What follows belongs to an exercise in optimizing a design on an open flow for small area; a production flow would make more cautious choices. Function was checked by simulation only, so behaviour that the tests miss may differ from the original. Power is estimated from default activity; no workload was simulated.

===== constraint.sdc =====
create_clock -name core_clock -period 10.0 [get_ports {clk}]
set_input_delay 2.0000 -clock core_clock [delete_from_list [all_inputs] [get_ports {clk}]]
set_output_delay 2.0000 -clock core_clock [all_outputs]
set_load 0.01 [all_outputs]

===== config.mk =====
export PLATFORM = sky130hd
export DESIGN_NAME = uart_top
export DESIGN_NICKNAME = uart_top
export VERILOG_FILES = /design/flow/design.v
export SDC_FILE = /design/flow/constraint.sdc
export NUM_CORES = 4
export LEC_CHECK = 0
export CAP_MARGIN = 20
export CORE_MARGIN = 2
export CORE_UTILIZATION = 40
export SLEW_MARGIN = 20

===== design.v =====
module uart_send(
    input	      sys_clk,                    
    input         sys_rst_n,                  
    input         uart_en,                    
    input  [7:0]  uart_din,                   
    output        uart_tx_busy,               
    output  reg   uart_txd                    
    );
parameter  CLK_FREQ = 50000000;              
parameter  UART_BPS = 9600;                  
localparam  BPS_CNT  = CLK_FREQ/UART_BPS;    
reg        uart_en_d0; 
reg        uart_en_d1;  
reg [15:0] clk_cnt;                          
reg [ 3:0] tx_cnt;                           
reg        tx_flag;                          
reg [ 7:0] tx_data;                          
wire       en_flag;
assign uart_tx_busy = tx_flag;
assign en_flag = (~uart_en_d1) & uart_en_d0;
always @(posedge sys_clk or negedge sys_rst_n) begin         
    if (!sys_rst_n) begin
        uart_en_d0 <= 1'b0;                                  
        uart_en_d1 <= 1'b0;
    end                                                      
    else begin                                               
        uart_en_d0 <= uart_en;                               
        uart_en_d1 <= uart_en_d0;                            
    end
end
always @(posedge sys_clk or negedge sys_rst_n) begin         
    if (!sys_rst_n) begin                                  
        tx_flag <= 1'b0;
        tx_data <= 8'd0;
    end 
    else if (en_flag) begin                  
            tx_flag <= 1'b1;                 
            tx_data <= uart_din;             
        end
        else if ((tx_cnt == 4'd9) && (clk_cnt == BPS_CNT -(BPS_CNT/16))) begin                                       
            tx_flag <= 1'b0;                 
            tx_data <= 8'd0;
        end
        else begin
            tx_flag <= tx_flag;
            tx_data <= tx_data;
        end 
end
always @(posedge sys_clk or negedge sys_rst_n) begin         
    if (!sys_rst_n)                             
        clk_cnt <= 16'd0;                                  
    else if (tx_flag) begin                  
        if (clk_cnt < BPS_CNT - 1)
            clk_cnt <= clk_cnt + 1'b1;
        else
            clk_cnt <= 16'd0;                
    end
    else                             
        clk_cnt <= 16'd0; 				     
end
always @(posedge sys_clk or negedge sys_rst_n) begin         
    if (!sys_rst_n)                             
        tx_cnt <= 4'd0;
    else if (tx_flag) begin                  
        if (clk_cnt == BPS_CNT - 1)			 
            tx_cnt <= tx_cnt + 1'b1;		 
        else
            tx_cnt <= tx_cnt;       
    end
    else                              
        tx_cnt  <= 4'd0;				     
end
always @(posedge sys_clk or negedge sys_rst_n) begin        
    if (!sys_rst_n)  
        uart_txd <= 1'b1;        
    else if (tx_flag)
        case(tx_cnt)
            4'd0: uart_txd <= 1'b0;          
            4'd1: uart_txd <= tx_data[0];    
            4'd2: uart_txd <= tx_data[1];
            4'd3: uart_txd <= tx_data[2];
            4'd4: uart_txd <= tx_data[3];
            4'd5: uart_txd <= tx_data[4];
            4'd6: uart_txd <= tx_data[5];
            4'd7: uart_txd <= tx_data[6];
            4'd8: uart_txd <= tx_data[7];    
            4'd9: uart_txd <= 1'b1;          
            default: ;
        endcase
    else 
        uart_txd <= 1'b1;                    
end
endmodule	          
module  matrix_generate_3x3(
    input             clk          ,  
    input             rst_n        ,
    input             shift_en     ,
    output     [13:0] rom_addr     ,
    input      [7:0]  rom_data     ,
    output reg [7:0]  matrix_p11   ,
    output reg [7:0]  matrix_p12   , 
    output reg [7:0]  matrix_p13   ,
    output reg [7:0]  matrix_p21   , 
    output reg [7:0]  matrix_p22   , 
    output reg [7:0]  matrix_p23   ,
    output reg [7:0]  matrix_p31   , 
    output reg [7:0]  matrix_p32   , 
    output reg [7:0]  matrix_p33   ,
    output reg        matrix_finish,
    output            pix_finish
    );
    parameter size = 128*128;
    parameter init = 128    ;
    reg  [14:0] addra_counter;
    reg  [1:0]  y_counter    ;
    reg  [1:0]  y_counter_reg;
    reg         line_finish0 ;
    reg         line_finish  ;
    reg         matrix_finish0;
    reg         addr_valid_reg;
    reg [7:0]   row1_img ;
    reg [7:0]   row2_img ;
    reg [7:0]   row3_img ;
    wire [7:0]  img      ;
    wire [15:0] addr_sum ;
    wire        addr_valid;
    always @(posedge clk or negedge rst_n) begin
        if (!rst_n) begin
            y_counter <= 2'b00;
        end
        else case (y_counter) 
            2'b00: y_counter <= shift_en ? 2'b01 : 2'b00;
            2'b01: y_counter <= 2'b10;
            2'b10: y_counter <= 2'b00;
            default : y_counter <= 2'b00;
        endcase
    end
    always @(posedge clk or negedge rst_n) begin
        if (!rst_n) 
            y_counter_reg <= 2'b00;
        else 
            y_counter_reg <= y_counter;
    end
    always @(posedge clk or negedge rst_n) begin
        if(!rst_n)
            addra_counter <= 15'h0;
        else if(y_counter == 2'b10 & addra_counter < size)
            addra_counter <= addra_counter + 1'b1;
        else
            addra_counter <= addra_counter;
    end
    assign pix_finish = (addra_counter == size) ? 1'b1 : 1'b0;
    assign addr_sum   = addra_counter + y_counter*init;
    assign addr_valid = (addr_sum < size);
    assign rom_addr   = addr_sum[13:0];
    assign img        = rom_data;
    always @(posedge clk or negedge rst_n) begin
        if (!rst_n)
            addr_valid_reg <= 1'b0;
        else
            addr_valid_reg <= addr_valid;
    end
    always @(posedge clk or negedge rst_n) begin
        if (!rst_n) begin
            row1_img <= 8'h0;
            row2_img <= 8'h0;
            row3_img <= 8'h0;
        end
        else begin
            if (y_counter == 2'b01)
                row1_img <= img;
            if (y_counter == 2'b10)
                row2_img <= addr_valid_reg ? img : 8'h0;
            if (y_counter == 2'b00 && y_counter_reg == 2'b10)
                row3_img <= addr_valid_reg ? img : 8'h0;
        end
    end
    always @(posedge clk or negedge rst_n) begin
        if(!rst_n) begin
            line_finish  <= 1'b0;
            line_finish0 <= 1'b0;
        end
        else if(y_counter == 2'b10) begin
            line_finish0 <= 1'b1;
            line_finish  <= line_finish0;
        end
        else begin
            line_finish0 <= 1'b0;
            line_finish  <= line_finish0;
        end
    end
    always@(posedge clk or negedge rst_n) begin
        if(!rst_n) begin
            {matrix_p11, matrix_p12, matrix_p13} <= 24'h0;
            {matrix_p21, matrix_p22, matrix_p23} <= 24'h0;
            {matrix_p31, matrix_p32, matrix_p33} <= 24'h0;
            matrix_finish0 <= 1'b0;
            matrix_finish  <= 1'b0;
        end
        else if(line_finish) begin
            {matrix_p11, matrix_p12, matrix_p13} <= {matrix_p12, matrix_p13, row1_img};
            {matrix_p21, matrix_p22, matrix_p23} <= {matrix_p22, matrix_p23, row2_img};
            {matrix_p31, matrix_p32, matrix_p33} <= {matrix_p32, matrix_p33, row3_img};
            matrix_finish0 <= 1'b1;
            matrix_finish  <= matrix_finish0;
        end
        else begin
            {matrix_p11, matrix_p12, matrix_p13} <= {matrix_p11, matrix_p12, matrix_p13};
            {matrix_p21, matrix_p22, matrix_p23} <= {matrix_p21, matrix_p22, matrix_p23};
            {matrix_p31, matrix_p32, matrix_p33} <= {matrix_p31, matrix_p32, matrix_p33};
            matrix_finish0 <= 1'b0;
            matrix_finish  <= matrix_finish0;
        end
    end
endmodule
module sobel_edge_detector
    #(
    parameter   SOBEL_THRESHOLD = 50  
    )
    (
    input             clk          ,
    input             rst_n        , 
    input             matrix_finish,
    input             pix_finish   ,
    input      [7:0]  matrix_p11  ,
    input      [7:0]  matrix_p12  , 
    input      [7:0]  matrix_p13  ,
    input      [7:0]  matrix_p21  , 
    input      [7:0]  matrix_p22  , 
    input      [7:0]  matrix_p23  ,
    input      [7:0]  matrix_p31  , 
    input      [7:0]  matrix_p32  , 
    input      [7:0]  matrix_p33  ,
    output reg        send_en     , 
    output reg [7:0]  img_edge      
    );
    reg [9:0]  gx_temp2  ;  
    reg [9:0]  gx_temp1  ;  
    reg [9:0]  gx_data   ;  
    reg [9:0]  gy_temp1  ;  
    reg [9:0]  gy_temp2  ;  
    reg [9:0]  gy_data   ;  
    reg        send_en1;
    reg        send_en2;
    reg        send_en3;
    wire [10:0] grad_sum = gy_data + gx_data;
    always@(posedge clk or negedge rst_n)begin
        if(!rst_n)begin
            gy_temp1 <= 10'd0;
            gy_temp2 <= 10'd0;
        end
        else if (matrix_finish) begin
            gy_temp1 <= matrix_p13 + (matrix_p23 << 1) + matrix_p33; 
            gy_temp2 <= matrix_p11 + (matrix_p21 << 1) + matrix_p31; 
        end
        else begin 
            gy_temp1 <= gy_temp1;
            gy_temp2 <= gy_temp2;
        end
    end
    always@(posedge clk or negedge rst_n)begin
        if(!rst_n)begin
            gy_data <=  10'd0;
        end
        else begin
            gy_data  <= (gy_temp1 >= gy_temp2) ? gy_temp1 - gy_temp2 : (gy_temp2 - gy_temp1);
        end
    end
    always@(posedge clk or negedge rst_n)begin
        if(!rst_n)begin
            gx_temp1 <= 10'd0;
            gx_temp2 <= 10'd0;
        end
        else if (matrix_finish) begin
            gx_temp1 <= matrix_p11 + (matrix_p12 << 1) + matrix_p13;
            gx_temp2 <= matrix_p31 + (matrix_p32 << 1) + matrix_p33;
        end
        else begin 
            gx_temp1 <= gx_temp1;
            gx_temp2 <= gx_temp2;
        end
    end
    always@(posedge clk or negedge rst_n)begin
        if(!rst_n)begin
            gx_data <=  10'd0;
        end
        else  begin
            gx_data  <= (gx_temp1 >= gx_temp2) ? gx_temp1 - gx_temp2 : (gx_temp2 - gx_temp1);
        end
    end
    always@(posedge clk or negedge rst_n)begin
        if(!rst_n)begin
            img_edge <= 8'd0; 
        end
        else begin
            img_edge <= (grad_sum[10:1] < SOBEL_THRESHOLD) ? 8'd0 :
                        (grad_sum[10:9] != 2'b00) ? 8'hff : grad_sum[8:1];
        end
    end
    always @(posedge clk or negedge rst_n)begin
        if(!rst_n) begin 
            send_en1  <= 1'b1;
            send_en2  <= 1'b0;
            send_en3  <= 1'b0;
            send_en   <= 1'b0;
        end
        else if(pix_finish) begin
            send_en1 <= 1'b0    ;
            send_en2 <= send_en1;
            send_en3 <= send_en2;
            send_en  <= send_en3;
        end
        else begin
            send_en1 <= matrix_finish;
            send_en2 <= send_en1;
            send_en3 <= send_en2;
            send_en  <= send_en3;
        end
    end
endmodule
module uart_top(
    input           clk       ,      
    input           rst_n     ,      
    output  [13:0]  rom_addr  ,       
    input   [7:0]   rom_data  ,       
    output          uart_txd  ,      
    output          led
    );
    wire       shift_en    ;
    wire [7:0] matrix_p11  ;
    wire [7:0] matrix_p12  ;
    wire [7:0] matrix_p13  ;
    wire [7:0] matrix_p21  ;
    wire [7:0] matrix_p22  ;
    wire [7:0] matrix_p23  ;
    wire [7:0] matrix_p31  ;
    wire [7:0] matrix_p32  ;
    wire [7:0] matrix_p33  ;
    wire       matrix_finish;
    wire       pix_finish  ;
    wire [7:0] img_edge    ;
    wire       uart_send_en;
    parameter  CLK_FREQ = 50000000;         
    parameter  UART_BPS = 3125000;           
    wire       uart_tx_busy;           
    reg        uart_tx_busy_reg0;
    reg        uart_tx_busy_reg1;
    always @(posedge clk or negedge rst_n) begin
        if(!rst_n) begin
            uart_tx_busy_reg0 <= 1'b0;
            uart_tx_busy_reg1 <= 1'b0;
        end
        else begin
            uart_tx_busy_reg0 <= uart_tx_busy;
            uart_tx_busy_reg1 <= uart_tx_busy_reg0;       
        end
    end
    assign shift_en = uart_tx_busy_reg1 & (~uart_tx_busy_reg0);
    uart_send #(                          
        .CLK_FREQ       (CLK_FREQ),        
        .UART_BPS       (UART_BPS))        
    u_uart_send(                 
        .sys_clk        (clk         ),
        .sys_rst_n      (rst_n       ),       
        .uart_en        (uart_send_en),
        .uart_din       (img_edge    ),
        .uart_tx_busy   (uart_tx_busy),
        .uart_txd       (uart_txd    )
    );
    matrix_generate_3x3 matrix_generate_3x3_init(
        .clk          (clk          ), 
        .rst_n        (rst_n        ),
        .shift_en     (shift_en     ),
        .rom_addr     (rom_addr     ),
        .rom_data     (rom_data     ),
        .matrix_p11   (matrix_p11   ),
        .matrix_p12   (matrix_p12   ),
        .matrix_p13   (matrix_p13   ),
        .matrix_p21   (matrix_p21   ),
        .matrix_p22   (matrix_p22   ),
        .matrix_p23   (matrix_p23   ),
        .matrix_p31   (matrix_p31   ),
        .matrix_p32   (matrix_p32   ),
        .matrix_p33   (matrix_p33   ),
        .matrix_finish(matrix_finish),
        .pix_finish   (pix_finish    )  
    );
    assign led = pix_finish;
    sobel_edge_detector sobel_edge_detector_init(
        .clk          (clk          ),
        .rst_n        (rst_n        ), 
        .matrix_finish(matrix_finish),
        .pix_finish   (pix_finish   ),
        .matrix_p11   (matrix_p11   ),
        .matrix_p12   (matrix_p12   ), 
        .matrix_p13   (matrix_p13   ),
        .matrix_p21   (matrix_p21   ), 
        .matrix_p22   (matrix_p22   ), 
        .matrix_p23   (matrix_p23   ),
        .matrix_p31   (matrix_p31   ), 
        .matrix_p32   (matrix_p32   ), 
        .matrix_p33   (matrix_p33   ),
        .send_en      (uart_send_en ),   
        .img_edge     (img_edge     )    
    );
endmodule

===== run.sh =====
#!/bin/bash
# synth_recipe.tcl (not shown) runs the flow's synth.tcl, then flattens the netlist and writes it again
# the make line also repeats each setting of config.mk as NAME=value (left out here)
make -C /OpenROAD-flow-scripts/flow DESIGN_CONFIG=/design/flow/config.mk WORK_HOME=/design/flow/orfs CLKGATE_MAP_FILE= SYNTH_SCRIPT=/design/flow/synth_recipe.tcl finish

==> flow_summary.ini, run 1 <==
[clock_tree]
clk_pin_slew_ps = 60
ctsRootBufferMaster = clkbuf_16
cts_hold_buffers = 0
cts_buffer_depth = 3
cts-buffers-inserted = 26
post_cts_buffers = 0
h-tree-depth = 1
post_cts_resized = 0
clock_latency_ps = 550
cts_tree = done
clkSinkCount = 226

[finish]
reg_top3 = u_uart_send.clk_cnt (16), matrix_generate_3x3_init.addra_counter (15)
diodes = 0
final_cell_mix = dfrtp_1 (222), ha_1 (92), inv_1 (89)
largest_reg_flops = 16
area_growth_pct = 12.8
drive_above_1_share_pct = 13.2
final_cells = 1521
nets = 1245
regMostFlops = u_uart_send.clk_cnt
final_common_cell = dfrtp_1
nFillCells = 2767
finalInstanceArea_sq_um = 13800

[placement]
place.gp.congestion = 0.855
dp_cells = 1473
io_buffers = 25
dp_hpwl_um = 17100
dpl_cell_area_sq_um = 12900
dp_slack_ps = 5980

[timing]
finalHoldViolations = 0
finalSetupViolCount = 0
tightest_slew_ps = 934
rsz0062_at_grt = false
fmax_ghz = 0.217
skew_ps = 35.8
worst_slack_ps = 5380
slew_viol_final = 0
slew-limit-headroom_pct = 37.7
tns_ps = 0
period_minus_slack_ps = 4620
period_share_pct = 46.2

[worst_setup_path]
required_ps = 8000
end_kind = primary output
rrSetupSlack_ps = 7140
critPathArrivalTime_ps = 2620
critPathKind = register to primary output
start_kind = register
critPathMaxFanout = 5

[run_status]
outcome = no timing/DRC/antenna violations

[global_routing]
grt_max_degree = 100
globalRouteOverflowTotal = 0
antenna_found_initial = 0
grt_pass1_vias = 7714
grt_pass1_wl_um = 39300
grt.total_usage_pct = 15.2

[logic_synthesis]
ys_ff_latch = 226
avgSynthCellArea_sq_um = 11.4
yosysSeqAreaShare_pct = 46.2
syn_area_sq_um = 12300
netlist_instances = 1076
yosysUniqueCellTypes = 70
synth_ff_type = dfrtp_1
ys_async_sr_fraction_pct = 100
synth_enable_flop_cells = 0
ys.warnings.count = 4

[floorplanning]
start_util_pct = 40.4
die_area_sq_um = 32000
die_w_um = 179
rows = 64
core_sq_um = 30300
fp.dieH_um = 179
boundaryPins = 26

[pwr]
ir_worst_vdd_v = 0.000156
power_density_nw_per_um2 = 140
power_mw = 1.94
leakage_nw = 6.67

[drt]
drc = 0
drt-pass1-iter-count = 5
drtIter0Drc = 372
ant_nets = 0
vias_per_cell = 5.06
wire_per_inst_um = 15.4
num_vias = 7698
wl_um = 23400

[hold_path]
min_path_type = register to register

[job]
cap_violations = 0
==> path summary, 6_finish.rpt <==
check,cells past startpoint,end,from
setup / recovery,6,rom_addr[13],matrix_generate_3x3_init.addra_counter[7]
hold / removal,0,matrix_generate_3x3_init.line_finish,matrix_generate_3x3_init.line_finish0
setup reg to reg,10,sobel_edge_detector_init.gy_temp2[9],matrix_generate_3x3_init.matrix_p31[1]
hold reg to reg,0,matrix_generate_3x3_init.line_finish,matrix_generate_3x3_init.line_finish0
max in group asynchronous,2,matrix_generate_3x3_init.matrix_finish,rst_n
min in group asynchronous,1,u_uart_send.tx_cnt[3],rst_n
==> stage by stage <==
step | utilization (%) | hold slack [ps]
after floorplan | - | 331
after global placement | 42.5 | 332
after detailed placement | 42.5 | 337
after CTS | 45.5 | 350
after global routing | 45.5 | 363
final | 45.5 | 349
==> worst max-delay path, cell delays in order (launching register included) <==
cell,delay [ps]
dfrtp_1,430
ha_1,200
inv_1,50
fa_1,430
nand3b_1,210
xnor2_1,190
clkdlybuf4s50_1,570
==> per-layer routing <==
metal  wire length, um  track usage [%]  vias up
met5                 0                0        -
met4               645             4.27        0
met3               630             2.06       37
met2             10800             25.0      101
met1             11300             21.0     3768
li1                  -                -     3792
==> final cells by class <==
class	instances	area [sq um]	area share (%)
Clock inverter	17	219	1.59
Sequential cell	226	5660	41.0
Timing Repair Buffer	29	285	2.07
Clock buffer	31	689	4.99
Multi-Input combinational cell	732	6130	44.4
Tap cell	396	495	3.59
Inverter	90	338	2.45
==> report_power, final <==
part / switching, mW / internal (mW) / leakage (nW)
clock network: 0.394 / 0.599 / 0.438
registers: 0.00129 / 0.919 / 3.01
logic: 0.0191 / 0.00548 / 3.22
total: 0.414 / 1.52 / 6.67
==> cell usage after synthesis, types with 11 or more instances <==
| master | n | area, sq um |
|---|---|---|
| fa_1 | 38 | 761 |
| nor3_1 | 12 | 60.1 |
| nand3b_1 | 17 | 128 |
| nor2b_1 | 11 | 68.8 |
| nand3_1 | 12 | 60.1 |
| xor2_1 | 21 | 184 |
| clkbuf_1 | 25 | 93.8 |
| a21o_1 | 18 | 135 |
| mux2i_1 | 26 | 260 |
| mux2_2 | 81 | 912 |
| xnor2_1 | 36 | 315 |
| ha_1 | 92 | 1150 |
| o31ai_1 | 11 | 82.6 |
| dfrtp_1 | 224 | 5610 |
| o21ai_0 | 63 | 315 |
| nor2_1 | 42 | 158 |
| o21a_1 | 13 | 97.6 |
| inv_1 | 89 | 334 |
| nand2_1 | 72 | 270 |
| a21oi_1 | 41 | 205 |
==> cell families after synthesis <==
family / Yosys count / synth area share [%]
AO/OA/AOI/OAI: 214 / 11.7
XOR/XNOR: 57 / 4.08
adder cells (fa/ha/maj): 130 / 15.6
buffers and inverters: 129 / 4.19
flip-flops: 226 / 46.2
multiplexers: 107 / 9.57
other: 1 / 0.0306
AND/OR/NAND/NOR: 212 / 8.66
==> run 2, diff against run 1 <==
==> design.v (replaced) <==
module uart_top(
    input           clk       ,
    input           rst_n     ,
    output  [13:0]  rom_addr  ,       
    input   [7:0]   rom_data  ,       
    output          uart_txd  ,
    output          led
    );
    reg  [3:0]  cyc;      
    reg  [3:0]  slot;     
    reg  [14:0] p;        
    reg  [10:0] acc;      
    reg         s1, s2;   
    wire done = p[14];
    wire win  = slot[3];             
    always @(posedge clk or negedge rst_n) begin
        if (!rst_n) begin
            cyc  <= 4'd0;
            slot <= 4'd8;
            p    <= 15'd0;
        end
        else begin
            cyc <= cyc + 1'b1;
            if (&cyc) begin
                slot <= (slot[3] & slot[1] & slot[0]) ? 4'd0 : slot + 1'b1;
                if (slot == 4'd7 && !done)
                    p <= p + 1'b1;
            end
        end
    end
    wire [2:0] k  = cyc[3:1];
    wire [1:0] u  = {k[1] & k[0], k[1] ^ k[0]};
    wire [1:0] lo = slot[0] ? {~k[2], 1'b0} : u;
    wire [1:0] hi = slot[0] ? u : {k[2], 1'b0};
    wire [14:0] col = {1'b0, p[13:0]} + {13'h1fff, lo + 2'd1};
    wire [14:0] adr = {1'b0, col[13:0]} + {6'd0, hi, 7'd0};
    wire        valid = ~col[14] & ~adr[14];
    assign rom_addr = adr[13:0];
    wire add   = win & cyc[0] & valid;
    wire first = win & (cyc == 4'd1);
    wire clr   = first & ~(slot[1] & slot[0]);    
    wire flip  = slot[1] & (slot[0] ? s2 : s1);   
    wire sub   = k[2] ^ flip;
    wire [7:0]  op   = rom_data & {8{add}};
    wire [10:0] opx  = {3'b000, op} ^ {11{sub}};
    wire [10:0] base = acc & {11{~clr}};
    wire [11:0] sum  = {base, 1'b1} + {opx, sub};
    always @(posedge clk) begin
        acc <= sum[11:1];
        if (first & ~slot[1] & slot[0])
            s1 <= acc[10];                
        if (first & slot[1] & ~slot[0])
            s2 <= acc[10];                
    end
    wire [7:0] tb8 = acc[8:1];
    wire sat   = acc[10] | acc[9];
    wire low = ~sat & (acc[8:1] < 8'd50);
    wire dbit  = sat | (~low & tb8[slot[2:0]]);
    assign uart_txd = done | (win ? ~(slot[1] & slot[0]) : dbit);
    assign led = done;
endmodule
==> flow_summary.ini, run 2 <==
[floorplanning]
rows = 30
fp.dieH_um = 86.4
die_area_sq_um = 7470
start_util_pct = 40.7
die_w_um = 86.4
core_sq_um = 6680
boundaryPins = 26

[timing]
skew_ps = 4.76
finalHoldViolations = 0
tns_ps = 0
slew-limit-headroom_pct = 47.1
slew_viol_final = 0
finalSetupViolCount = 0
period_share_pct = 61.9
period_minus_slack_ps = 6190
fmax_ghz = 0.161
tightest_slew_ps = 787
hold_ws_ps = 506
rsz0062_at_grt = false

[finish]
regMostFlops = p
nets = 334
reg_top3 = p (15), acc (11)
area_growth_pct = 13.5
final_common_cell = xnor2_1
diodes = 0
nFillCells = 659
largest_reg_flops = 15
final_cell_mix = xnor2_1 (34), clkdlybuf4s50_1 (24), nand2_1 (22), dfrtp_1 (22), ha_1 (21)
drive_above_1_share_pct = 10.3

[logic_synthesis]
post-synth-top-count-cell = xnor2_1
synth_top_area_share_pct = 20.3
synth_enable_flop_cells = 2
synth_area_leaders = dfrtp_1 (20%), xnor2_1 (11%), ha_1 (9.7%), dfxtp_1 (8.1%), xor2_1 (3.9%)
synth_ff_type = dfrtp_1
synth_top_area_cell = dfrtp_1
yosysUniqueCellTypes = 56
ys_async_sr_fraction_pct = 63.9
syn_area_sq_um = 2720
netlist_instances = 280
avgSynthCellArea_sq_um = 9.71
synth_common_cells = xnor2_1 (34), dfrtp_1 (22), nand2_1 (22)
ys_ff_latch = 36
ys.warnings.count = 1
yosysSeqAreaShare_pct = 31.5

[worst_setup_path]
start_kind = register
critPathMaxFanout = 5
critPathKind = register to primary output
critPathArrivalTime_ps = 4190
end_kind = primary output
required_ps = 8000

[drt]
vias_per_cell = 5.31
ant_nets = 0
drt-pass1-iter-count = 7
wire_per_inst_um = 14.8
num_vias = 2029
drtIter0Drc = 79
wl_um = 5670
drc = 0

[clock_tree]
post_cts_buffers = 0
post_cts_resized = 0
clkSinkCount = 36
ctsRootBufferMaster = clkbuf_8
cts_hold_buffers = 0
cts_tree = done
h-tree-depth = 2
cts_buffer_depth = 2
clock_latency_ps = 290
cts-buffers-inserted = 5
clk_pin_slew_ps = 80

[pwr]
p_switching_mw = 0.0589
swShare_pct = 22.4
clkPwrFrac_pct = 42.6
leakage_nw = 1.41
ir_worst_vdd_v = 0.0000632
p_int_mw = 0.204
power_density_nw_per_um2 = 85.4
pwr-share-seq_pct = 55.3
combPwrFrac_pct = 2.1

[job]
cap_violations = 0

[global_routing]
globalRouteOverflowTotal = 0
grt_pass1_vias = 2065
antenna_found_initial = 0
grt_max_degree = 24
grt_pass1_wl_um = 9820
grt.total_usage_pct = 16.7

[run_status]
outcome = no timing/DRC/antenna violations

[placement]
place.gp.congestion = 0.782
dp_hpwl_um = 4280
io_buffers = 25

[hold_path]
min_path_type = register to register
## run 2: worst paths after layout
check / startpoint / to / slack, ps / cells past startpoint
setup reg to reg: cyc[2] / acc[10] / 4570 / 22
setup / recovery: cyc[2] / rom_addr[12] / 3810 / 15
hold reg to reg: acc[10] / s1 / 510 / 0
hold / removal: acc[10] / s1 / 510 / 0
min in group asynchronous: rst_n / p[12] / 1680 / 1
max in group asynchronous: rst_n / slot[3] / 7950 / 1
## run 2: area by class of cell
type | instances | area [sq um] | area share [%]
clock buffer | 6 | 82.6 | 2.68
clock inverter | 2 | 15.0 | 0.487
inverter | 8 | 30.0 | 0.973
multi-input combinational | 225 | 1760 | 56.9
sequential | 36 | 857 | 27.8
tap | 80 | 100 | 3.24
timing repair buffer | 25 | 245 | 7.95
## run 2: metrics by stage
step / instances / power [mW] / instance area (sq um) / worst slack [ps] / utilization (%)
4_1_cts: 382 / 0.267 / 3090 / 3790 / 46.3
3_3_place_gp: 374 / 0.155 / 2990 / 4210 / 44.8
2_1_floorplan: 280 / 0.149 / 2720 / 4860 / -
5_1_grt: 382 / 0.273 / 3090 / 3500 / 46.2
3_5_place_dp: 374 / 0.155 / 2990 / 4120 / 44.8
6_report: 382 / 0.263 / 3090 / 3810 / 46.2
## run 2: worst max-delay path: stages (launching register included)
cell             delay [ps]
dfrtp_1                 430
ha_1                    330
xor2_1                  150
nor2_1                   80
a21oi_1                  80
fa_1                    480
nor3_2                  290
nand2_1                 170
nor2_1                  140
xor2_1                  240
ha_1                    280
a21o_1                  200
nand3_2                  90
mux2i_1                 230
xnor2_1                 140
clkdlybuf4s50_1         550
## run 2: logic make-up (layout without fill, tap and decap cells)
logic type      Yosys count  in the layout  synth area share (%)
fa+ha+maj                23             23                  11.1
simple gates            103            103                  21.0
buf+inv                  19             41                  3.87
mux                      11             11                  5.29
xor+xnor                 47             47                  15.4
compound gates           41             41                  11.7
flops                    36             36                  31.5
## run 2: power groups by stage
stage                     combinational (mW)  clock, mW  sequential (mW)
after floorplan                    0.0000641          0            0.149
after global placement               0.00579          0            0.149
after detailed placement             0.00585          0            0.149
after CTS                            0.00591      0.115            0.146
after global routing                 0.00607      0.121            0.146
final                                0.00545      0.112            0.146
## run 2: metal layers
| layer | GRT usage, % | vias to the layer above | routed length (um) |
|---|---|---|---|
| li1 | - | 1024 | - |
| met1 | 22.5 | 962 | 2740 |
| met2 | 27.3 | 35 | 2680 |
| met3 | 3.24 | 8 | 180 |
| met4 | 4.69 | 0 | 66 |
| met5 | 0 | - | 0 |
==> run 3, diff against run 2 <==
--- a/design.v
+++ b/design.v
@@ -8,23 +8,23 @@
     );
     reg  [3:0]  cyc;      
     reg  [3:0]  slot;     
-    reg  [14:0] p;        
+    reg  [14:0] b;        
     reg  [10:0] acc;      
     reg         s1, s2;   
-    wire done = p[14];
+    wire done = (b == 15'h3ffd);
     wire win  = slot[3];             
     always @(posedge clk or negedge rst_n) begin
         if (!rst_n) begin
             cyc  <= 4'd0;
             slot <= 4'd8;
-            p    <= 15'd0;
+            b    <= 15'h7ffd;
         end
         else begin
             cyc <= cyc + 1'b1;
             if (&cyc) begin
                 slot <= (slot[3] & slot[1] & slot[0]) ? 4'd0 : slot + 1'b1;
                 if (slot == 4'd7 && !done)
-                    p <= p + 1'b1;
+                    b <= b + 1'b1;
             end
         end
     end
@@ -32,10 +32,17 @@
     wire [1:0] u  = {k[1] & k[0], k[1] ^ k[0]};
     wire [1:0] lo = slot[0] ? {~k[2], 1'b0} : u;
     wire [1:0] hi = slot[0] ? u : {k[2], 1'b0};
-    wire [14:0] col = {1'b0, p[13:0]} + {13'h1fff, lo + 2'd1};
-    wire [14:0] adr = {1'b0, col[13:0]} + {6'd0, hi, 7'd0};
-    wire        valid = ~col[14] & ~adr[14];
-    assign rom_addr = adr[13:0];
+    wire [13:0] ob = {5'd0, hi, 5'd0, lo};
+    wire [14:0] ac;
+    wire [13:0] adr;
+    assign ac[0] = 1'b0;
+    genvar i;
+    generate for (i = 0; i < 14; i = i + 1) begin : g_adr
+        assign adr[i]  = b[i] ^ ob[i] ^ ac[i];
+        assign ac[i+1] = (b[i] & ob[i]) | (ac[i] & (b[i] ^ ob[i]));
+    end endgenerate
+    wire valid = b[14] ? ac[2] : ~ac[14];
+    assign rom_addr = adr;
     wire add   = win & cyc[0] & valid;
     wire first = win & (cyc == 4'd1);
     wire clr   = first & ~(slot[1] & slot[0]);    
@@ -44,9 +51,15 @@
     wire [7:0]  op   = rom_data & {8{add}};
     wire [10:0] opx  = {3'b000, op} ^ {11{sub}};
     wire [10:0] base = acc & {11{~clr}};
-    wire [11:0] sum  = {base, 1'b1} + {opx, sub};
+    wire [11:0] cc;
+    wire [10:0] sum;
+    assign cc[0] = sub;
+    generate for (i = 0; i < 11; i = i + 1) begin : g_acc
+        assign sum[i]  = base[i] ^ opx[i] ^ cc[i];
+        assign cc[i+1] = (base[i] & opx[i]) | (cc[i] & (base[i] ^ opx[i]));
+    end endgenerate
     always @(posedge clk) begin
-        acc <= sum[11:1];
+        acc <= sum;
         if (first & ~slot[1] & slot[0])
             s1 <= acc[10];                
         if (first & slot[1] & ~slot[0])
==> flow_summary.ini, run 3 <==
[run_status]
outcome = no timing/DRC/antenna violations

[drt]
vias_per_cell = 4.94
wl_met3_um = 142
num_vias = 1581
top_layer_used = met4
drt-pass1-iter-count = 4
ant_nets = 0
wl_um = 4480
routedLengthMet1_um = 2210
dr_wl_met2_um = 2040
wire_per_inst_um = 14.0
drc = 0
drtIter0Drc = 58

[global_routing]
grt_pass1_vias = 1561
grt.total_usage_pct = 15.2
grt_pass1_wl_um = 7460
antenna_found_initial = 0
grt_max_degree = 24
globalRouteOverflowTotal = 0

[timing]
rsz0062_at_grt = false
period_share_pct = 87.0
period_minus_slack_ps = 8700
finalHoldViolations = 0
fmax_ghz = 0.115
skew_ps = 5.84
slew-limit-headroom_pct = 63.7
finalSetupViolCount = 0
slew_viol_final = 0
tightest_slew_ps = 545
hold_ws_ps = 494
tns_ps = 0

[floorplanning]
start_util_pct = 41.1
core_sq_um = 5890
die_w_um = 81.8
boundaryPins = 26
rows = 28
fp.dieH_um = 81.8
die_area_sq_um = 6690

[logic_synthesis]
synth_ff_type = dfstp_2
synth_common_cells = nand2_1 (25), xnor2_1 (24), inv_1 (22)
yosysSeqAreaShare_pct = 36.1
ys_async_sr_fraction_pct = 63.9
netlist_instances = 220
post-synth-top-count-cell = nand2_1
synth_enable_flop_cells = 2
synth_top_area_share_pct = 16.3
synth_top_area_cell = dfstp_2
ys_ff_latch = 36
syn_area_sq_um = 2420
yosysUniqueCellTypes = 50
avgSynthCellArea_sq_um = 11.0
ys.warnings.count = 1
synth_area_leaders = dfstp_2 (16%), fa_1 (9.9%), dfxtp_1 (9.1%), ha_1 (8.8%), xnor2_1 (8.7%)

[finish]
largest_reg_flops = 15
final_cells = 320
final_cell_mix = nand2_1 (25), clkdlybuf4s50_1 (25), xnor2_1 (24)
area_growth_pct = 17.0
nFillCells = 561
reg_top3 = b (15), acc (11)
drive_above_1_share_pct = 16.7
regMostFlops = b
diodes = 0
nets = 283

[placement]
place.gp.congestion = 0.786
io_buffers = 25
dp_cells = 312
dp_hpwl_um = 3450

[pwr]
ir_worst_vdd_v = 0.0000779
leakage_nw = 1.19
power_density_nw_per_um2 = 104

[hold_path]
min_to = acc[0]
min_from = acc[0]
holdPathStages = 2
min_path_type = register to register

[clock_tree]
cts_hold_buffers = 0
ctsRootBufferMaster = clkbuf_8
post_cts_resized = 0
clock_latency_ps = 290
clk_pin_slew_ps = 80
clkSinkCount = 36
cts_tree = done
h-tree-depth = 2
cts-buffers-inserted = 5
cts_buffer_depth = 2
post_cts_buffers = 0

[worst_setup_path]
r2r-end = acc[10]
critical-path-slowest-cell = dfrtp_1
start_kind = register
rr_worst_depth = 35
r2r-start = cyc[2]
critPathArrivalTime_ps = 8860
max_stage_delay_ps = 450
rrSetupSlack_ps = 1300
end_kind = register
critPathKind = register to register
critPathMaxFanout = 8
required_ps = 10160

[job]
cap_violations = 0
==> run 3: kinds of logic (layout without fill, tap and decap cells) <==
family,after synthesis,after routing,share of synthesized area [%]
muxes,11,11,5.17
and+or+nand+nor,69,69,18.3
buffers and inverters,31,56,6.15
AOI/OAI and AO/OA,16,16,4.60
adders and majority gates,29,29,18.7
DFF,36,36,36.1
xor gates and xnor gates,28,28,10.9
==> run 3: where the power goes <==
group	leakage [nW]	total [mW]	internal [mW]	switching (mW)
sequential	0.365	0.146	0.146	0
clock	0.0645	0.143	0.0881	0.0551
combinational	0.764	0.00559	0.00333	0.00226
total	1.19	0.295	0.237	0.0574
==> run 3: routing by layer <==
layer | vias up | track usage [%]
met2 | 23 | 21.8
met3 | 6 | 5.16
met1 | 771 | 21.1
li1 | 781 | -
met5 | - | 0
met4 | 0 | 5.83
==> run 3: metrics by stage <==
step                      setup slack [ps]  power [mW]  instance area [sq um]  util [%]
after floorplan                       1810       0.149                   2420         -
after global placement                1340       0.155                   2710      46.0
after detailed placement              1220       0.155                   2710      46.0
after CTS                             1220       0.297                   2830      48.1
after global routing                   900       0.306                   2830      48.1
final                                 1300       0.295                   2830      48.1
==> run 3: worst max-delay path, delay by kind of cell (launching register included) <==
| kind | cells | cell delay [ps] |
|---|---|---|
| adders and majority gates | 24 | 6490 |
| and+or+nand+nor | 3 | 630 |
| DFF | 1 | 450 |
| muxes | 2 | 450 |
| xor gates and xnor gates | 2 | 310 |
| buffers and inverters | 4 | 220 |
==> run 3: worst max path at each step <==
stage,endpoint,cells past startpoint,slack [ps],from
6_report,acc[10],35,1300,cyc[2]
5_1_grt,acc[10],35,900,cyc[2]
4_1_cts,acc[10],35,1220,cyc[2]
3_5_place_dp,acc[10],35,1220,cyc[2]
3_3_place_gp,acc[10],35,1340,cyc[2]
2_1_floorplan,acc[10],36,1810,cyc[2]
==> run 3: layout make-up <==
cell class / count / area, sq um / area share (%)
flip-flops and latches: 36 / 875 / 30.9
well taps: 75 / 93.8 / 3.31
clock inverters: 1 / 30.0 / 1.06
multi-input cells: 153 / 1400 / 49.3
inverters: 22 / 82.6 / 2.92
repair buffers: 26 / 258 / 9.10
clock buffers: 7 / 96.3 / 3.40
==> run 4, diff against run 3 <==
--- a/design.v
+++ b/design.v
@@ -13,6 +13,26 @@
     reg         s1, s2;   
     wire done = (b == 15'h3ffd);
     wire win  = slot[3];             
+    wire [4:0]  tc;              
+    wire [4:0]  ts;              
+    wire [15:0] tb;              
+    wire [3:0]  nc, ns;
+    wire [14:0] nb;
+    assign tc[0] = 1'b1;
+    assign ts[0] = tc[4];        
+    assign tb[0] = tc[4] & ~slot[3] & slot[2] & slot[1] & slot[0] & ~done;
+    genvar i;
+    generate for (i = 0; i < 4; i = i + 1) begin : g_cnt
+        assign nc[i]   = cyc[i] ^ tc[i];
+        assign tc[i+1] = cyc[i] & tc[i];
+        assign ns[i]   = slot[i] ^ ts[i];
+        assign ts[i+1] = slot[i] & ts[i];
+    end endgenerate
+    generate for (i = 0; i < 15; i = i + 1) begin : g_b
+        assign nb[i]   = b[i] ^ tb[i];
+        assign tb[i+1] = b[i] & tb[i];
+    end endgenerate
+    wire wrap = ts[0] & slot[3] & slot[1] & slot[0];    
     always @(posedge clk or negedge rst_n) begin
         if (!rst_n) begin
             cyc  <= 4'd0;
@@ -20,12 +40,9 @@
             b    <= 15'h7ffd;
         end
         else begin
-            cyc <= cyc + 1'b1;
-            if (&cyc) begin
-                slot <= (slot[3] & slot[1] & slot[0]) ? 4'd0 : slot + 1'b1;
-                if (slot == 4'd7 && !done)
-                    b <= b + 1'b1;
-            end
+            cyc  <= nc;
+            slot <= wrap ? 4'd0 : ns;
+            b    <= nb;
         end
     end
     wire [2:0] k  = cyc[3:1];
@@ -36,7 +53,6 @@
     wire [14:0] ac;
     wire [13:0] adr;
     assign ac[0] = 1'b0;
-    genvar i;
     generate for (i = 0; i < 14; i = i + 1) begin : g_adr
         assign adr[i]  = b[i] ^ ob[i] ^ ac[i];
         assign ac[i+1] = (b[i] & ob[i]) | (ac[i] & (b[i] ^ ob[i]));
==> flow/run.sh (new file) <==
#!/bin/bash
# Own layout flow: the standard flow (standard.sh) with
#  - port buffers of the smallest buffer cell (buf_1) instead of the
#    resizer's default choice,
#  - a clock tree of clkbuf_4 cells without dummy load cells,
#  - every combinational cell set to its smallest drive strength after
#    synthesis (downsize.tcl, run at the end of floorplan); the later
#    repair steps upsize where timing or slew needs it.
# The make output goes to flow.log here; each ORFS step keeps its own log
# under orfs/logs/.
set -euo pipefail
HERE=$(cd "$(dirname "${BASH_SOURCE[0]}")" && pwd)
export BUFFER_PORTS_ARGS="-buffer_cell sky130_fd_sc_hd__buf_1"
export CTS_ARGS="-sink_clustering_enable -repair_clock_nets -dont_use_dummy_load -buf_list sky130_fd_sc_hd__clkbuf_4 -root_buf sky130_fd_sc_hd__clkbuf_4"
export POST_FLOORPLAN_TCL="$HERE/downsize.tcl"
bash standard.sh "$@" > flow.log 2>&1
==> flow/downsize.tcl (new file) <==
# Swap every combinational cell to the smallest drive strength of its
# family; later repair steps upsize again where timing needs it.
set db [ord::get_db]
set block [ord::get_db_block]
set n 0
foreach inst [$block getInsts] {
  set m [$inst getMaster]
  set name [$m getName]
  if {![regexp {^(sky130_fd_sc_hd__[a-z0-9]+)_([0-9]+)$} $name -> base sz]} { continue }
  if {[regexp {__(df|dl|sdf|edf|sedf|clk|tap|fill|decap|conb|diode)} $base]} { continue }
  set best $m
  foreach s {0 1 2} {
    set c [$db findMaster ${base}_$s]
    if {$c != "NULL" && [$c getWidth] < [$best getWidth]} { set best $c }
  }
  if {$best != $m} {
    $inst swapMaster $best
    incr n
  }
}
puts "downsize: swapped $n cells"
==> standard.sh (new file) <==
#!/bin/bash
# synth_recipe.tcl (not shown) runs the flow's synth.tcl, then flattens the netlist and writes it again
# the make line also repeats each setting of config.mk as NAME=value (left out here)
make -C /OpenROAD-flow-scripts/flow DESIGN_CONFIG=/design/flow/config.mk WORK_HOME=/design/flow/orfs CLKGATE_MAP_FILE= SYNTH_SCRIPT=/design/flow/synth_recipe.tcl "${@:-finish}"
removed: run.sh
==> flow_summary.ini, run 4 <==
[logic_synthesis]
synth_ff_type = dfstp_2
netlist_instances = 179
synth_xor_area_share_pct = 5.98
ys_ff_latch = 36
ys.warnings.count = 1
post-synth-top-count-cell = ha_1
synth_top_family_by_area = adder cells
synth_compound_area_share_pct = 2.50
synth_enable_flop_cells = 2
synth_area_leaders = ha_1 (19%), dfstp_2 (18%), fa_1 (11%), dfxtp_1 (10%), dfrtp_1 (9.3%)
synthSimpleGateAreaFrac_pct = 11.3
yosysUniqueCellTypes = 38
yosysSeqAreaShare_pct = 40.6
ys_async_sr_fraction_pct = 63.9
synth_common_cells = ha_1 (33), inv_1 (22), nand2_1 (20)
synthMuxAreaShare_pct = 4.18
avgSynthCellArea_sq_um = 12.0
syn_area_sq_um = 2150
synth_fa_ha_area_share_pct = 30.3
synth_top_area_cell = ha_1
synth_top_area_share_pct = 19.2

[global_routing]
globalRouteOverflowTotal = 0
grt_pass1_vias = 1370
grt_max_degree = 24
grt.total_usage_pct = 13.3
antenna_found_initial = 0
grt_pass1_wl_um = 6200

[clock_tree]
cts_hold_buffers = 0
clk_pin_slew_ps = 120
cts-buffers-inserted = 5
ctsRootBufferMaster = clkbuf_4
cts_tree = done
post_cts_resized = 0
cts_buffer_depth = 2
clkSinkCount = 36
clock_latency_ps = 340
h-tree-depth = 2
post_cts_buffers = 0

[timing]
fmax_ghz = 0.115
period_share_pct = 87.1
finalHoldViolations = 0
skew_ps = 33.1
slew_viol_final = 0
worst_slack_ps = 1290
finalSetupViolCount = 0
tightest_slew_ps = 653
slew-limit-headroom_pct = 56.1
hold_ws_ps = 489
period_minus_slack_ps = 8710
tns_ps = 0
rsz0062_at_grt = false

[drt]
drtIter0Drc = 19
ant_nets = 0
drc = 0
wl_um = 3470
wire_per_inst_um = 12.6
num_vias = 1299
drt-pass1-iter-count = 4
vias_per_cell = 4.71

[placement]
io_buffers = 25
dpl_cell_area_sq_um = 2290
place.gp.congestion = 0.759
dp_hpwl_um = 2690
dp_cells = 271
dp_slack_ps = 1270

[pwr]
leakage_nw = 1.14
power_density_nw_per_um2 = 92.6
ir_worst_vdd_v = 0.0000466
power_mw = 0.216

[finish]
area_growth_pct = 8.19
largest_reg_flops = 15
final_common_cell = ha_1
final_cell_mix = ha_1 (33), buf_1 (25), inv_1 (22)
nets = 263
regMostFlops = b
finalInstanceArea_sq_um = 2330
fin_util_pct = 45.3
diodes = 0
final_cells = 276
drive_above_1_share_pct = 12.6
reg_top3 = b (15), acc (11)

[worst_setup_path]
critical-path-slowest-cell = dfrtp_1
end_kind = register
start_kind = register
max_stage_delay_ps = 740
critPathKind = register to register
critPathArrivalTime_ps = 8940
critPathMaxFanout = 17
required_ps = 10240
worst_path_most_repeated_cell = fa_1

[floorplanning]
fp.dieH_um = 77.4
start_util_pct = 41.9
boundaryPins = 26
die_area_sq_um = 5990
rows = 26
core_sq_um = 5140
die_w_um = 77.4

[job]
cap_violations = 0

[run_status]
outcome = no timing/DRC/antenna violations

[hold_path]
min_path_type = register to register
-- run 4: changes by cell type in the layout (fill, tap and decap cells not counted), moves of 4 or more --
| cell | previous run | this run |
|---|---|---|
| ha_1 | 17 | 33 |
| buf_1 | 0 | 25 |
| clkbuf_4 | 0 | 5 |
| clkdlybuf4s50_1 | 25 | 0 |
| clkbuf_8 | 7 | 0 |
| nand2_1 | 25 | 21 |
| xnor2_1 | 24 | 8 |
| o21ai_0 | 5 | 1 |
-- run 4: power breakdown --
| group | internal [mW] | total [mW] | switching [mW] | leakage, nW |
|---|---|---|---|---|
| Combinational | 0.00108 | 0.00334 | 0.00226 | 0.748 |
| Clock | 0.0235 | 0.0663 | 0.0428 | 0.0230 |
| Sequential | 0.146 | 0.146 | 0 | 0.365 |
| Total | 0.171 | 0.216 | 0.0451 | 1.14 |
-- run 4: final timing paths --
| kind | startpoint | end | slack (ps) | cells after the start |
|---|---|---|---|---|
| max | slot[0] | acc[10] | 1290 | 31 |
| min | cyc[0] | cyc[0] | 490 | 1 |
| max reg2reg | slot[0] | acc[10] | 1290 | 31 |
| min reg2reg | cyc[0] | cyc[0] | 490 | 1 |
| max in group asynchronous | rst_n | b[11] | 8080 | 2 |
| min in group asynchronous | rst_n | slot[1] | 1610 | 2 |
-- run 4: metal layers --
layer | share of wire (%) | up-vias | wire, um | track usage [%]
met1 | 47 | 624 | 1640 | 16.8
met5 | 0 | - | 0 | 0
met4 | 1.3 | 0 | 44 | 4.29
met2 | 48 | 21 | 1660 | 22.3
met3 | 3.4 | 7 | 117 | 3.49
li1 | - | 647 | - | -
-- run 4: worst max-delay path: cells and delay by family (launching register included) --
| family | cells | cell delay [ps] |
|---|---|---|
| adder cells (fa/ha/maj) | 22 | 6140 |
| flip-flops | 1 | 740 |
| multiplexers | 3 | 730 |
| buffers and inverters | 3 | 180 |
| AND/OR/NAND/NOR | 2 | 470 |
| XOR/XNOR | 1 | 350 |
-- run 4: cell families after synthesis --
group | after synthesis
buffers and inverters | 27
muxes | 8
and+or+nand+nor | 45
xor gates and xnor gates | 11
adders and majority gates | 45
AOI/OAI and AO/OA | 7
DFF | 36
-- run 4: final cells by class --
cell class,count,area (sq um)
Timing Repair Buffer,27,109
Sequential cell,36,875
Tap cell,70,87.6
Clock buffer,5,37.5
Multi-Input combinational cell,116,1140
Inverter,22,82.6
Fill cell,538,2810
==> run 5, diff against run 4 <==
==> design.v (replaced) <==
module uart_top(
    input           clk       ,
    input           rst_n     ,
    output  [13:0]  rom_addr  ,       
    input   [7:0]   rom_data  ,       
    output          uart_txd  ,
    output          led
    );
    reg  [3:0]  cyc;      
    reg  [3:0]  slot;     
    reg  [14:0] b;        
    reg  [10:0] acc;      
    reg         s1, s2;   
    wire done = ~b[14] & (&b[13:2]) & b[0];
    wire win  = ~slot[3];            
    wire [4:0]  tc;
    wire [4:0]  ts;
    wire [15:0] tb;
    wire [3:0]  nc, ns;
    wire [14:0] nb;
    assign tc[0] = 1'b1;
    assign ts[0] = tc[4];
    assign tb[0] = ts[4] & ~done;
    genvar i;
    generate for (i = 0; i < 4; i = i + 1) begin : g_cnt
        assign nc[i]   = cyc[i] ^ tc[i];
        assign tc[i+1] = cyc[i] & tc[i];
        assign ns[i]   = slot[i] ^ ts[i];
        assign ts[i+1] = slot[i] & ts[i];
    end endgenerate
    generate for (i = 0; i < 15; i = i + 1) begin : g_b
        assign nb[i]   = b[i] ^ tb[i];
        assign tb[i+1] = b[i] & tb[i];
    end endgenerate
    always @(posedge clk or negedge rst_n) begin
        if (!rst_n) begin
            cyc  <= 4'd0;
            slot <= 4'd4;
            b    <= 15'h7ffd;
        end
        else begin
            cyc  <= nc;
            slot <= {ns[3], ns[2] | ts[4], ns[1:0]};
            b    <= nb;
        end
    end
    wire [2:0] k  = cyc[3:1];
    wire [1:0] u  = {k[1] & k[0], k[1] ^ k[0]};
    wire [1:0] lo = slot[0] ? {~k[2], 1'b0} : u;
    wire [1:0] hi = slot[0] ? u : {k[2], 1'b0};
    wire [13:0] ob = {5'd0, hi, 5'd0, lo};
    wire [14:0] ac;
    wire [13:0] adr;
    assign ac[0] = 1'b0;
    generate for (i = 0; i < 14; i = i + 1) begin : g_adr
        assign adr[i]  = b[i] ^ ob[i] ^ ac[i];
        assign ac[i+1] = (b[i] & ob[i]) | (ac[i] & (b[i] ^ ob[i]));
    end endgenerate
    wire valid = b[14] ? ac[2] : ~ac[14];
    assign rom_addr = adr;
    wire add   = win & cyc[0] & valid;
    wire start = win & (cyc == 4'd0);
    wire clr   = start & ~(slot[1] & slot[0]);
    wire flip  = slot[1] & (slot[0] ? s2 : s1);   
    wire sub   = k[2] ^ flip;
    wire [7:0]  op   = rom_data & {8{add}};
    wire [10:0] opx  = {3'b000, op} ^ {11{sub}};
    wire [11:0] cc;
    wire [10:0] sum;
    assign cc[0] = sub;
    generate for (i = 0; i < 11; i = i + 1) begin : g_acc
        assign sum[i]  = acc[i] ^ opx[i] ^ cc[i];
        assign cc[i+1] = (acc[i] & opx[i]) | (cc[i] & (acc[i] ^ opx[i]));
    end endgenerate
    always @(posedge clk) begin
        acc <= sum & {11{~clr}};
        if (start & ~slot[1] & slot[0])
            s1 <= acc[10];                
        if (start & slot[1] & ~slot[0])
            s2 <= acc[10];                
    end
    wire [7:0] t8  = acc[8:1];
    wire sat  = acc[10] | acc[9];
    wire dbit = sat | (~(t8 < 8'd50) & t8[slot[2:0]]);
    assign uart_txd = done | (win ? ~(slot[1] & slot[0]) : dbit);
    assign led = done;
endmodule
==> flow_summary.ini, run 5 <==
[drt]
num_vias = 1269
drt-pass1-iter-count = 4
vias_per_cell = 4.83
wl_um = 3580
drc = 0
ant_nets = 0
wire_per_inst_um = 13.6
drtIter0Drc = 45

[timing]
period_minus_slack_ps = 8970
tns_ps = 0
skew_ps = 24.3
fmax_ghz = 0.111
slew-limit-headroom_pct = 48.0
finalSetupViolCount = 0
finalHoldViolations = 0
hold_ws_ps = 479
slew_viol_final = 0
period_share_pct = 89.7
rsz0062_at_grt = false
worst_slack_ps = 1030
tightest_slew_ps = 773

[clock_tree]
cts-buffers-inserted = 5
cts_tree = done
clock_latency_ps = 330
cts_hold_buffers = 0
ctsRootBufferMaster = clkbuf_4
post_cts_resized = 0
post_cts_buffers = 0
h-tree-depth = 2
clkSinkCount = 36
clk_pin_slew_ps = 110
cts_buffer_depth = 2

[logic_synthesis]
netlist_instances = 163
synth_ff_type = dfstp_2
yosysSeqAreaShare_pct = 41.3
synth_common_cells = ha_1 (34), dfstp_2 (15), fa_1 (12)
synth_top_area_cell = ha_1
ys_async_sr_fraction_pct = 63.9
synth_area_leaders = ha_1 (20%), dfstp_2 (19%), fa_1 (11%), dfxtp_1 (10%), dfrtp_1 (9.5%)
synth_enable_flop_cells = 2
avgSynthCellArea_sq_um = 13.0
ys_ff_latch = 36
yosysUniqueCellTypes = 38
synth_top_area_share_pct = 20.1
ys.warnings.count = 1
syn_area_sq_um = 2120
post-synth-top-count-cell = ha_1

[placement]
dpl_cell_area_sq_um = 2250
place.gp.congestion = 0.838
dp_slack_ps = 1050
io_buffers = 25
dp_hpwl_um = 2870

[finish]
final_cell_mix = ha_1 (34), buf_1 (25), dfstp_2 (15)
drive_above_1_share_pct = 13.0
diodes = 0
area_growth_pct = 8.21
finalInstanceArea_sq_um = 2290
nets = 251
multi_input_area_sq_um = 1150
reg_top3 = b (15), acc (11)
final_common_cell = ha_1
regMostFlops = b
largest_reg_flops = 15
seq_area_sq_um = 875
nFillCells = 494

[job]
cap_violations = 0

[worst_setup_path]
cp-startpoint = cyc[1]
start_kind = register
required_ps = 10280
critical-path-slowest-cell = a21oi_1
end_kind = register
r2r-start = cyc[1]
critPathArrivalTime_ps = 9250
critPathKind = register to register
critPathMaxFanout = 7
max_stage_delay_ps = 490

[global_routing]
top_usage_layer = met2
grt_pass1_wl_um = 6570
grt_pass1_vias = 1384
met3_usage_pct = 4.24
grt_max_degree = 24
grtUsageMet1_pct = 18.4
grt.total_usage_pct = 14.2
antenna_found_initial = 0
grt_use_met2_pct = 22.9
globalRouteOverflowTotal = 0

[floorplanning]
boundaryPins = 26
start_util_pct = 41.5
core_sq_um = 5110
rows = 26
fp.dieH_um = 76.8
die_area_sq_um = 5890
die_w_um = 76.8

[pwr]
clkPwrFrac_pct = 18.8
leakage_nw = 1.19
power_density_nw_per_um2 = 156
p_switching_mw = 0.111
combPwrFrac_pct = 26.5
swShare_pct = 30.8
pwr-share-seq_pct = 54.7
p_int_mw = 0.248
ir_worst_vdd_v = 0.0000797
power_mw = 0.359

[hold_path]
min_from = cyc[0]
min_path_type = register to register

[run_status]
outcome = no timing/DRC/antenna violations
[run 5: worst paths after layout]
check                           slack (ps)      end  cells after the start
max in group asynchronous             8080    b[12]                      2
worst max-delay path                  1030  acc[10]                     33
worst min-delay path                   480   cyc[0]                      1
worst min register to register         480   cyc[0]                      1
worst max register to register        1030  acc[10]                     33
min in group asynchronous             1620   cyc[0]                      2
[run 5: power by group through the flow]
stage / clock network, mW / logic [mW] / registers, mW
2_1_floorplan: 0 / 0.0742 / 0.193
6_report: 0.0674 / 0.0951 / 0.196
5_1_grt: 0.0786 / 0.112 / 0.202
4_1_cts: 0.0716 / 0.0977 / 0.197
3_5_place_dp: 0 / 0.0966 / 0.199
3_3_place_gp: 0 / 0.0915 / 0.198
[run 5: per-stage QoR]
step,instances,util [%]
2_1_floorplan,163,-
3_3_place_gp,258,44.1
3_5_place_dp,258,44.1
4_1_cts,263,44.9
5_1_grt,263,44.9
6_report,263,44.9
[run 5: logic make-up after synthesis]
kind of cell | synth area share (%)
buffers and inverters | 1.83
muxes | 4.08
DFF | 41.3
and+or+nand+nor | 12.8
AOI/OAI and AO/OA | 2.07
adders and majority gates | 31.4
xor gates and xnor gates | 6.50
[run 5: worst max-delay path: cells and delay by family (launching register included)]
family / cells / cell delay, ps
xor+xnor: 3 / 570
compound gates: 1 / 490
fa+ha+maj: 24 / 6690
flops: 1 / 420
buf+inv: 1 / 80
simple gates: 4 / 650
[run 5: final cells by class]
class	instances	area share (%)
Multi-Input combinational cell	117	50.3
Sequential cell	36	38.2
Timing Repair Buffer	27	4.75
Tap cell	70	3.82
Clock buffer	5	1.64
Inverter	8	1.31
[run 5: routing by layer]
metal  part of all wire (%)  vias to the layer above
met3                    3.7                        4
met4                   0.78                        0
met5                      0                        -
met2                     50                       17
met1                     45                      628
li1                       -                      620
==> run 6, diff against run 5 <==
--- a/flow/run.sh
+++ b/flow/run.sh
@@ -1,5 +1,9 @@
 #!/bin/bash
 # Own layout flow: the standard flow (standard.sh) with
+#  - synthesis by the standard flow's own script (synth_recipe.tcl), with one change:
+#    ABC maps the combinational logic with an area-oriented script
+#    (area.abc) instead of the delay-oriented one (synth_area.tcl).
+#    Registers are untouched by ABC, so they are the standard synthesis's.
 #  - port buffers of the smallest buffer cell (buf_1) instead of the
 #    resizer's default choice,
 #  - a clock tree of clkbuf_4 cells without dummy load cells,
@@ -10,7 +14,10 @@
 # under orfs/logs/.
 set -euo pipefail
 HERE=$(cd "$(dirname "${BASH_SOURCE[0]}")" && pwd)
+WORK=$(pwd)
+export FLOW_SYNTH_TCL="$WORK/synth_recipe.tcl"
+export FLOW_AREA_ABC="$HERE/area.abc"
 export BUFFER_PORTS_ARGS="-buffer_cell sky130_fd_sc_hd__buf_1"
 export CTS_ARGS="-sink_clustering_enable -repair_clock_nets -dont_use_dummy_load -buf_list sky130_fd_sc_hd__clkbuf_4 -root_buf sky130_fd_sc_hd__clkbuf_4"
 export POST_FLOORPLAN_TCL="$HERE/downsize.tcl"
-bash standard.sh "$@" > flow.log 2>&1
+bash standard.sh SYNTH_SCRIPT="$HERE/synth_area.tcl" "${@:-finish}" > flow.log 2>&1
==> flow/area.abc (new file) <==
&get -n
&st
&dch -f
&nf -a -R 1000
&put
==> flow/synth_area.tcl (new file) <==
# The standard synthesis script (synth_recipe.tcl in the folder the flow
# runs in, named by FLOW_SYNTH_TCL), unchanged except that ABC maps the
# logic with an area-oriented script (FLOW_AREA_ABC) instead of the
# delay-oriented one. ABC maps combinational logic only: the registers
# are the standard synthesis's.
proc abc {args} {
  set i [lsearch -exact $args -script]
  if {$i >= 0} {
    set args [lreplace $args [expr {$i + 1}] [expr {$i + 1}] $::env(FLOW_AREA_ABC)]
  }
  puts "area abc: abc $args"
  yosys abc {*}$args
}
source $::env(FLOW_SYNTH_TCL)
==> flow_summary.ini, run 6 <==
[run_status]
outcome = no timing/DRC/antenna violations

[floorplanning]
die_w_um = 74.7
fp.dieH_um = 74.7
boundaryPins = 26
rows = 25
core_sq_um = 4790
start_util_pct = 41.8
die_area_sq_um = 5580

[logic_synthesis]
synth_area_leaders = ha_1 (21%), dfstp_2 (20%), fa_1 (12%), dfxtp_1 (11%), dfrtp_1 (10%)
ys.warnings.count = 1
netlist_instances = 156
post-synth-top-count-cell = ha_1
synth_common_cells = ha_1 (34), dfstp_2 (15), nand2_1 (13)
yosysUniqueCellTypes = 25
yosysSeqAreaShare_pct = 43.8
ys_async_sr_fraction_pct = 63.9
syn_area_sq_um = 2000
avgSynthCellArea_sq_um = 12.8
synth_top_area_share_pct = 21.3
ys_ff_latch = 36
synth_enable_flop_cells = 2
synth_top_area_cell = ha_1
synth_ff_type = dfstp_2

[pwr]
ir_worst_vdd_v = 0.0000565
leakage_nw = 1.07
power_density_nw_per_um2 = 159

[timing]
rsz0062_at_grt = false
finalSetupViolCount = 0
fmax_ghz = 0.119
period_share_pct = 84.2
tightest_slew_ps = 720
tns_ps = 0
finalHoldViolations = 0
slew-limit-headroom_pct = 51.5
worst_slack_ps = 1580
skew_ps = 18.6
period_minus_slack_ps = 8420
slew_viol_final = 0

[finish]
seq_area_sq_um = 875
final_common_cell = ha_1
fin_util_pct = 46.7
multi_input_area_sq_um = 1100
reg_top3 = b (15), acc (11)
final_cells = 256
largest_reg_flops = 15
final_cell_mix = ha_1 (34), buf_1 (25), dfstp_2 (15)
regMostFlops = b
diodes = 0
drive_above_1_share_pct = 13.2
nets = 247
nFillCells = 464
area_growth_pct = 11.9

[placement]
place.gp.congestion = 0.788
dp_slack_ps = 1550
io_buffers = 25
dp_cells = 251
dp_hpwl_um = 2890

[worst_setup_path]
critPathKind = register to register
start_kind = register
end_kind = register
path_delay_family = adder cells
rrSetupSlack_ps = 1580
critical-path-slowest-cell = dfrtp_1
critPathArrivalTime_ps = 8690
path_buf_inv = 2
required_ps = 10270
max_stage_delay_ps = 410
critPathMaxFanout = 8

[global_routing]
met3_usage_pct = 3.21
grt.total_usage_pct = 15.4
grt_pass1_wl_um = 6300
grt_use_met2_pct = 26.7
grt_max_degree = 24
antenna_found_initial = 0
top_usage_layer = met2
globalRouteOverflowTotal = 0
grt_pass1_vias = 1387
grtUsageMet1_pct = 18.0

[clock_tree]
cts_buffer_depth = 2
post_cts_resized = 0
cts_hold_buffers = 0
clk_pin_slew_ps = 100
post_cts_buffers = 0
clock_latency_ps = 330
h-tree-depth = 2
cts-buffers-inserted = 5
cts_tree = done
ctsRootBufferMaster = clkbuf_4
clkSinkCount = 36

[drt]
drtIter0Drc = 42
wire_per_inst_um = 13.9
num_vias = 1222
wl_um = 3560
drt-pass1-iter-count = 4
vias_per_cell = 4.77
ant_nets = 0
drc = 0

[hold_path]
min_path_type = register to register

[job]
cap_violations = 0
run 6: cell count changes after synthesis, sizes merged, moves of 2 or more:
cell and change:
xnor2 +8, nor3b -2, xor2 -8, mux4 +2
nor2 +4, clkinv +6, mux2i -5, inv -8
a21oi +3
run 6: stage by stage:
| stage | hold WS (ps) | power (mW) | area (sq um) |
|---|---|---|---|
| 3_3_place_gp | 474 | 0.285 | 2200 |
| 2_1_floorplan | 461 | 0.265 | 2000 |
| 5_1_grt | 522 | 0.387 | 2240 |
| 4_1_cts | 505 | 0.363 | 2240 |
| 6_report | 496 | 0.356 | 2240 |
| 3_5_place_dp | 479 | 0.294 | 2200 |
run 6: final timing paths:
check,from,to,depth (start not counted)
hold reg to reg,cyc[0],cyc[0],1
setup / recovery,cyc[1],acc[10],36
min in group asynchronous,rst_n,b[1],2
setup reg to reg,cyc[1],acc[10],36
max in group asynchronous,rst_n,b[13],2
hold / removal,cyc[0],cyc[0],1
run 6: cell type report:
| type | count | share of cell area (%) |
|---|---|---|
| inverters | 6 | 1.01 |
| repair buffers | 28 | 5.20 |
| clock buffers | 5 | 1.68 |
| multi-input cells | 114 | 49.2 |
| flip-flops and latches | 36 | 39.1 |
| well taps | 67 | 3.75 |
run 6: logic make-up (layout without fill, tap and decap cells):
logic type	after synthesis	count (layout)	share of synthesized area [%]
compound gates	8	8	2.19
xor+xnor	11	11	4.82
fa+ha+maj	46	46	33.3
buf+inv	6	39	1.13
flops	36	36	43.8
mux	5	5	3.88
simple gates	44	44	10.9
run 6: metal layers:
metal / vias to the layer above / wire [um]
met5: - / 0
li1: 599 / -
met4: 0 / 59
met1: 602 / 1560
met2: 16 / 1840
met3: 5 / 102
run 6: report_power, final:
group | switching (mW) | leakage, nW | internal, mW
logic | 0.0424 | 0.687 | 0.0517
clock network | 0.0428 | 0.0230 | 0.0235
registers | 0.0226 | 0.363 | 0.173

-- static timing again, ports no longer ideal --
No port has a modelled driver above. Below, the same layouts with a new extraction and two added sets of constraints. Step 1 sets driving cells, clkbuf_16 on the clock port and buf_2 on the other inputs (assumed; they add their load-dependent delay and slew). Step 2, shift: input delay + t, output delay - t, t = (earliest + latest rising clock arrival at the registers) / 2. This alone moves slack from input paths to output paths. Three values: ideal, step 1, step 2; two values: the first two.
| run | t, ns | setup slack, ns | hold slack, ns | worst setup path after step 2 | latest minus earliest clock arrival (ns) |
|---|---|---|---|---|---|
| run 1 | 0.581 | 5.382 / 5.333 / 5.914 | 0.349 / 0.349 / 0.349 | register to output | 0.037 / 0.038 |
| run 2 | 0.320 | 3.807 / 3.780 / 4.100 | 0.506 / 0.506 / 0.506 | register to output | 0.005 / 0.005 |
| run 3 | 0.317 | 1.300 / 1.300 / 1.300 | 0.494 / 0.494 / 0.494 | register to register | 0.006 / 0.006 |
| run 4 | 0.347 | 1.292 / 1.292 / 1.292 | 0.489 / 0.489 / 0.489 | register to register | 0.033 / 0.033 |
| run 5 | 0.345 | 1.029 / 1.029 / 1.029 | 0.479 / 0.479 / 0.479 | register to register | 0.024 / 0.024 |
| run 6 | 0.344 | 1.576 / 1.576 / 1.576 | 0.496 / 0.496 / 0.496 | register to register | 0.018 / 0.018 |
After both steps every run listed still meets setup and hold.
